Source: an optimization exercise on an open RTL-to-GDS flow (aim: small area). Production flows keep margins and buffers that such runs may drop.
The RTL was checked by simulation tests, not by an equivalence proof against the original design.
The clock port is modelled as an ideal driver; clocking choices that lean on that would not hold on a real chip.

green:
==> module top, before the edit <==
module top(
    input clk,
    input reset,
    input [2:0] btn,
    input [7:0] sw,
    input RsRx,
    output RsTx,
    output [15:0] led,
    output uartTx,
    output uartRx
    );
reg [6:0] l;
reg [4:0] g;
reg [2:0] j6;            
wire l_end = (l == 7'd14);
wire g19 = g[4] & g[1] & g[0];
wire g5  = ~g[3] & g[2] & ~g[1] & g[0];
wire g7  = ~g[3] & g[2] & g[1] & g[0];
wire g15 = g[3] & g[2] & g[1] & g[0];
always @(posedge clk, posedge reset) begin
    if (reset) begin
        l <= 7'd14;
        g <= 5'd5;
        j6 <= 3'd0;
    end else begin
        l <= {l[5:0], ~(l[6] ^ l[5] ^ l_end)};
        g <= (l_end & g19) ? 5'd0 : g + {4'd0, l_end};
        j6 <= {j6[1:0], ~j6[2]};
    end
end
reg [3:0] k;
reg [7:0] d;           
reg       cy;          
wire load = l_end & g5;
wire k_inc = l_end & g15;    
wire [3:0] addend = {k[3] & ~k[1], k[2], k[1] & ~k[3], k[0]};
always @(posedge clk, posedge reset) begin
    if (reset) k <= 4'd15;
    else if (k_inc) k <= (k == 4'd10) ? 4'd0 : k + 4'd1;
end
always @(posedge clk) begin
    if (load) d <= sw;
end
wire a_bit = ~g[2] & addend[g[1:0]];
wire d_bit = d[g[2:0]];
wire s_bit = d_bit ^ a_bit ^ cy;
always @(posedge clk) begin
    if (l_end) cy <= g[3] & ((d_bit & a_bit) | (d_bit & cy) | (a_bit & cy));
end
wire tx_low = ~(k[3] & k[2]) & (g7 | (g[3] & ~s_bit));    
assign RsTx = ~tx_low;
assign uartTx = RsTx;
assign uartRx = RsRx;
reg [3:0] p;
reg [3:0] t;
reg m_a, m_b, m_nl;    
wire rx_tick = ~j6[2] & ~j6[0];
wire rx_idle = p[3] & ~p[2] & p[0];
wire rx_done = p[3] & ~p[1] & p[0];    
reg [2:0] ptr;
wire ptr0 = (ptr == 3'd0);
wire [2:0] i = p[2:0];
wire [7:0] c_u = 8'h55, c_d = 8'h44, c_p = 8'h50, c_n = 8'h4E, c_nl = 8'h0A;
wire e_a  = ptr0 ? c_u[i] : c_p[i];
wire e_b  = ptr0 ? c_d[i] : c_n[i];
wire e_nl = c_nl[i];
wire sample = rx_tick & (&t) & ~p[3];
always @(posedge clk, posedge reset) begin
    if (reset) p <= 4'd11;
    else if (rx_idle) p <= {1'b1, ~RsRx, 2'b11};
    else if (rx_tick) p <= p + {3'd0, &t};
end
always @(posedge clk) begin
    if (rx_idle) t <= 4'd8;
    else if (rx_tick) t <= t + 4'd1;
end
always @(posedge clk) begin
    if (rx_idle) begin
        m_a <= 1'b1; m_b <= 1'b1; m_nl <= 1'b1;
    end else if (sample) begin
        m_a <= m_a & (RsRx == e_a);
        m_b <= m_b & (RsRx == e_b);
        m_nl <= m_nl & (RsRx == e_nl);
    end
end
reg b0u, b0d, b1p, b1n;
always @(posedge clk, posedge reset) begin
    if (reset) ptr <= 3'd0;
    else ptr <= (rx_done & m_nl) ? 3'd0 : ptr + {2'd0, rx_done};
end
always @(posedge clk) begin
    if (rx_done && !m_nl && ptr == 3'd0) begin b0u <= m_a; b0d <= m_b; end
    if (rx_done && !m_nl && ptr == 3'd1) begin b1p <= m_a; b1n <= m_b; end
end
wire cmd_up = rx_done & m_nl & b0u & b1p;
wire cmd_dn = rx_done & m_nl & b0d & b1n;
reg prev_btn;
always @(posedge clk) prev_btn <= btn[0];
wire btn_edge = btn[0] & ~prev_btn;
reg [1:0] mode;
always @(posedge clk, posedge reset) begin
    if (reset) mode <= 2'd0;
    else if (cmd_up) mode <= 2'd1;
    else if (cmd_dn) mode <= 2'd2;
    else if (btn_edge) mode <= (mode == 2'd3) ? 2'd1 : mode + 2'd1;
end
reg [6:0] q;
reg zf, dn;
reg [13:0] cnt_led;
wire counting = mode[0] ^ mode[1];
wire step = counting & (q == 7'd75);
wire [14:0] c;
assign c[0] = step & ~zf;
genvar gi;
generate for (gi = 0; gi < 14; gi = gi + 1) begin : g_ch
    assign c[gi+1] = c[gi] & (cnt_led[gi] ^ dn);
end endgenerate
wire up_wrap = ~dn & (&{cnt_led[13], cnt_led[10:8], cnt_led[3:0]});
wire clr = step & (zf | up_wrap);
wire dn_wrap = c[14];
localparam [13:0] K9999 = 14'd9999;
always @(posedge clk, posedge reset) begin
    if (reset) cnt_led <= 14'd0;
    else cnt_led <= (cnt_led ^ c[13:0]) & {14{~clr}} & (K9999 | {14{~dn_wrap}});
end
always @(posedge clk) begin
    q <= (counting & ~step) ? {q[5:0], ~(q[6] ^ q[5])} : 7'd0;
    if (!counting) zf <= 1'b1;
    else if (step) zf <= 1'b0;
end
always @(posedge clk) if (step) dn <= mode[1];
assign led = {mode, cnt_led};
endmodule
==> flow/config.mk <==
export PLATFORM = sky130hd
export DESIGN_NAME = top
export DESIGN_NICKNAME = top
export VERILOG_FILES = /design/flow/design.v
export SDC_FILE = /design/flow/constraint.sdc
export NUM_CORES = 4
export LEC_CHECK = 0
export ABC_AREA = 1
export CAP_MARGIN = 20
export CORE_MARGIN = 2
export CORE_UTILIZATION = 50
export SLEW_MARGIN = 20
==> flow/constraint.sdc <==
create_clock -name core_clock -period 10.0 [get_ports {clk}]
set_input_delay 2.0000 -clock core_clock [delete_from_list [all_inputs] [get_ports {clk}]]
set_output_delay 2.0000 -clock core_clock [all_outputs]
set_load 0.01 [all_outputs]
standard.sh (not shown) runs the stock make flow with config.mk's settings and CLKGATE_MAP_FILE= SYNTH_SCRIPT=/design/flow/synth_recipe.tcl, a recipe that flattens the netlist after the stock synthesis.
==> flow/flow/run.sh <==
#!/bin/bash
# Standard ORFS layout (the standard.sh) with these changes:
#  - synthesis maps logic with an area-oriented ABC script (flow/abc_area.script,
#    used through ABC_AREA=1 from a local copy of the ORFS scripts folder);
#    registers and the rest of synthesis are unchanged;
#  - port buffers are sky130_fd_sc_hd__buf_1;
#  - the clock tree is built from clkbuf_8 without dummy loads, then each clock
#    buffer is downsized while flip-flop clock slews stay under 110 ps (flow/post_cts.tcl).
set -euo pipefail
rm -rf orfs_scripts
cp -r "$FLOW_HOME/scripts" orfs_scripts
cp flow/abc_area.script orfs_scripts/abc_area.script
export SCRIPTS_DIR="$PWD/orfs_scripts"
export BUFFER_PORTS_ARGS="-buffer_cell sky130_fd_sc_hd__buf_1"
export CTS_ARGS="-sink_clustering_enable -repair_clock_nets -dont_use_dummy_load -buf_list sky130_fd_sc_hd__clkbuf_8"
export POST_CTS_TCL="$PWD/flow/post_cts.tcl"
bash standard.sh > standard.log 2>&1
Other scripts of this flow, unchanged in this note and not shown: flow/flow/abc_area.script, flow/flow/post_cts.tcl
> inputs changed (green -> orange)
diff --git a/flow/design.v b/flow/design.v
--- a/flow/design.v
+++ b/flow/design.v
@@ -10,35 +10,34 @@
     output uartTx,
     output uartRx
     );
 reg [6:0] l;
 reg [4:0] g;
+reg       first_done;    
 reg [2:0] j6;            
 wire l_end = (l == 7'd14);
-wire g19 = g[4] & g[1] & g[0];
-wire g5  = ~g[3] & g[2] & ~g[1] & g[0];
-wire g7  = ~g[3] & g[2] & g[1] & g[0];
-wire g15 = g[3] & g[2] & g[1] & g[0];
 always @(posedge clk, posedge reset) begin
     if (reset) begin
         l <= 7'd14;
         g <= 5'd5;
+        first_done <= 1'b0;
         j6 <= 3'd0;
     end else begin
         l <= {l[5:0], ~(l[6] ^ l[5] ^ l_end)};
-        g <= (l_end & g19) ? 5'd0 : g + {4'd0, l_end};
+        if (l_end) g <= (g == 5'd19) ? 5'd0 : g + 5'd1;
+        first_done <= first_done | g[4];
         j6 <= {j6[1:0], ~j6[2]};
     end
 end
-reg [3:0] k;
+reg [3:0] k;           
 reg [7:0] d;           
 reg       cy;          
-wire load = l_end & g5;
-wire k_inc = l_end & g15;    
+wire load = first_done & l_end & (g == 5'd5);
+wire k_inc = first_done & l_end & (g == 5'd15);    
 wire [3:0] addend = {k[3] & ~k[1], k[2], k[1] & ~k[3], k[0]};
 always @(posedge clk, posedge reset) begin
-    if (reset) k <= 4'd15;
+    if (reset) k <= 4'd0;
     else if (k_inc) k <= (k == 4'd10) ? 4'd0 : k + 4'd1;
 end
 always @(posedge clk) begin
     if (load) d <= sw;
 end
@@ -46,32 +45,32 @@
 wire d_bit = d[g[2:0]];
 wire s_bit = d_bit ^ a_bit ^ cy;
 always @(posedge clk) begin
     if (l_end) cy <= g[3] & ((d_bit & a_bit) | (d_bit & cy) | (a_bit & cy));
 end
-wire tx_low = ~(k[3] & k[2]) & (g7 | (g[3] & ~s_bit));    
+wire tx_low = first_done & ((g == 5'd7) | (g[3] & ~g[4] & ~s_bit));
 assign RsTx = ~tx_low;
 assign uartTx = RsTx;
 assign uartRx = RsRx;
 reg [3:0] p;
 reg [3:0] t;
 reg m_a, m_b, m_nl;    
 wire rx_tick = ~j6[2] & ~j6[0];
 wire rx_idle = p[3] & ~p[2] & p[0];
-wire rx_done = p[3] & ~p[1] & p[0];    
+wire rx_done = (p == 4'd9);
 reg [2:0] ptr;
 wire ptr0 = (ptr == 3'd0);
 wire [2:0] i = p[2:0];
 wire [7:0] c_u = 8'h55, c_d = 8'h44, c_p = 8'h50, c_n = 8'h4E, c_nl = 8'h0A;
 wire e_a  = ptr0 ? c_u[i] : c_p[i];
 wire e_b  = ptr0 ? c_d[i] : c_n[i];
 wire e_nl = c_nl[i];
-wire sample = rx_tick & (&t) & ~p[3];
+wire sample = ~rx_idle & rx_tick & (t == 4'd15) & ~p[3];
 always @(posedge clk, posedge reset) begin
     if (reset) p <= 4'd11;
     else if (rx_idle) p <= {1'b1, ~RsRx, 2'b11};
-    else if (rx_tick) p <= p + {3'd0, &t};
+    else if (rx_tick && t == 4'd15) p <= p + 4'd1;
 end
 always @(posedge clk) begin
     if (rx_idle) t <= 4'd8;
     else if (rx_tick) t <= t + 4'd1;
 end
@@ -85,11 +84,11 @@
     end
 end
 reg b0u, b0d, b1p, b1n;
 always @(posedge clk, posedge reset) begin
     if (reset) ptr <= 3'd0;
-    else ptr <= (rx_done & m_nl) ? 3'd0 : ptr + {2'd0, rx_done};
+    else if (rx_done) ptr <= m_nl ? 3'd0 : ptr + 3'd1;
 end
 always @(posedge clk) begin
     if (rx_done && !m_nl && ptr == 3'd0) begin b0u <= m_a; b0d <= m_b; end
     if (rx_done && !m_nl && ptr == 3'd1) begin b1p <= m_a; b1n <= m_b; end
 end
## What came out
Changes observed in orange relative to green: mean cell area of the mapped netlist dropped about 5%, core utilization dropped 0.66 points, cell count climbed 8.2%.
[compare] base=green new=orange: die extent in y picked up an extra about 2.2%; global-route usage shrank by 1.4 points; wire length +about 2.7%.
Taking green as 1.0, orange lands at 1.11 on synthesized net count.
orange completed every stage of the flow, and the final layout passed the timing, design-rule and antenna checks.
Changes observed in orange relative to green: clock-pin slew reported for the worst setup and hold paths after clock tree synthesis fell by 0.03 ns; die area rose by about 4.5%.

static timing again, ports no longer ideal:
The flow's constraints put no driver on any port. The routed layouts listed below were extracted and timed again, unchanged, in two steps. Step 1: set_driving_cell puts a clkbuf_16 on clk and a buf_2 on each other input, an assumption about the parent block. Step 2 adds t to the input delays and takes it off the output delays; t is the mean of the earliest and latest rising clock arrival at the registers after step 1. Input paths then give back, and output paths get back, about the clock's delay inside the block. a / b / c = no drivers / after step 1 / after step 2; a / b = the first two.
run | t (ns) | setup slack, ns | worst register clock-pin slew, ns
green | 0.483 | 5.131 / 5.131 / 5.131 | 0.11 / 0.11
orange | 0.468 | 5.431 / 5.405 / 5.567 | 0.10 / 0.10
After both steps setup and hold are still met in every run listed.
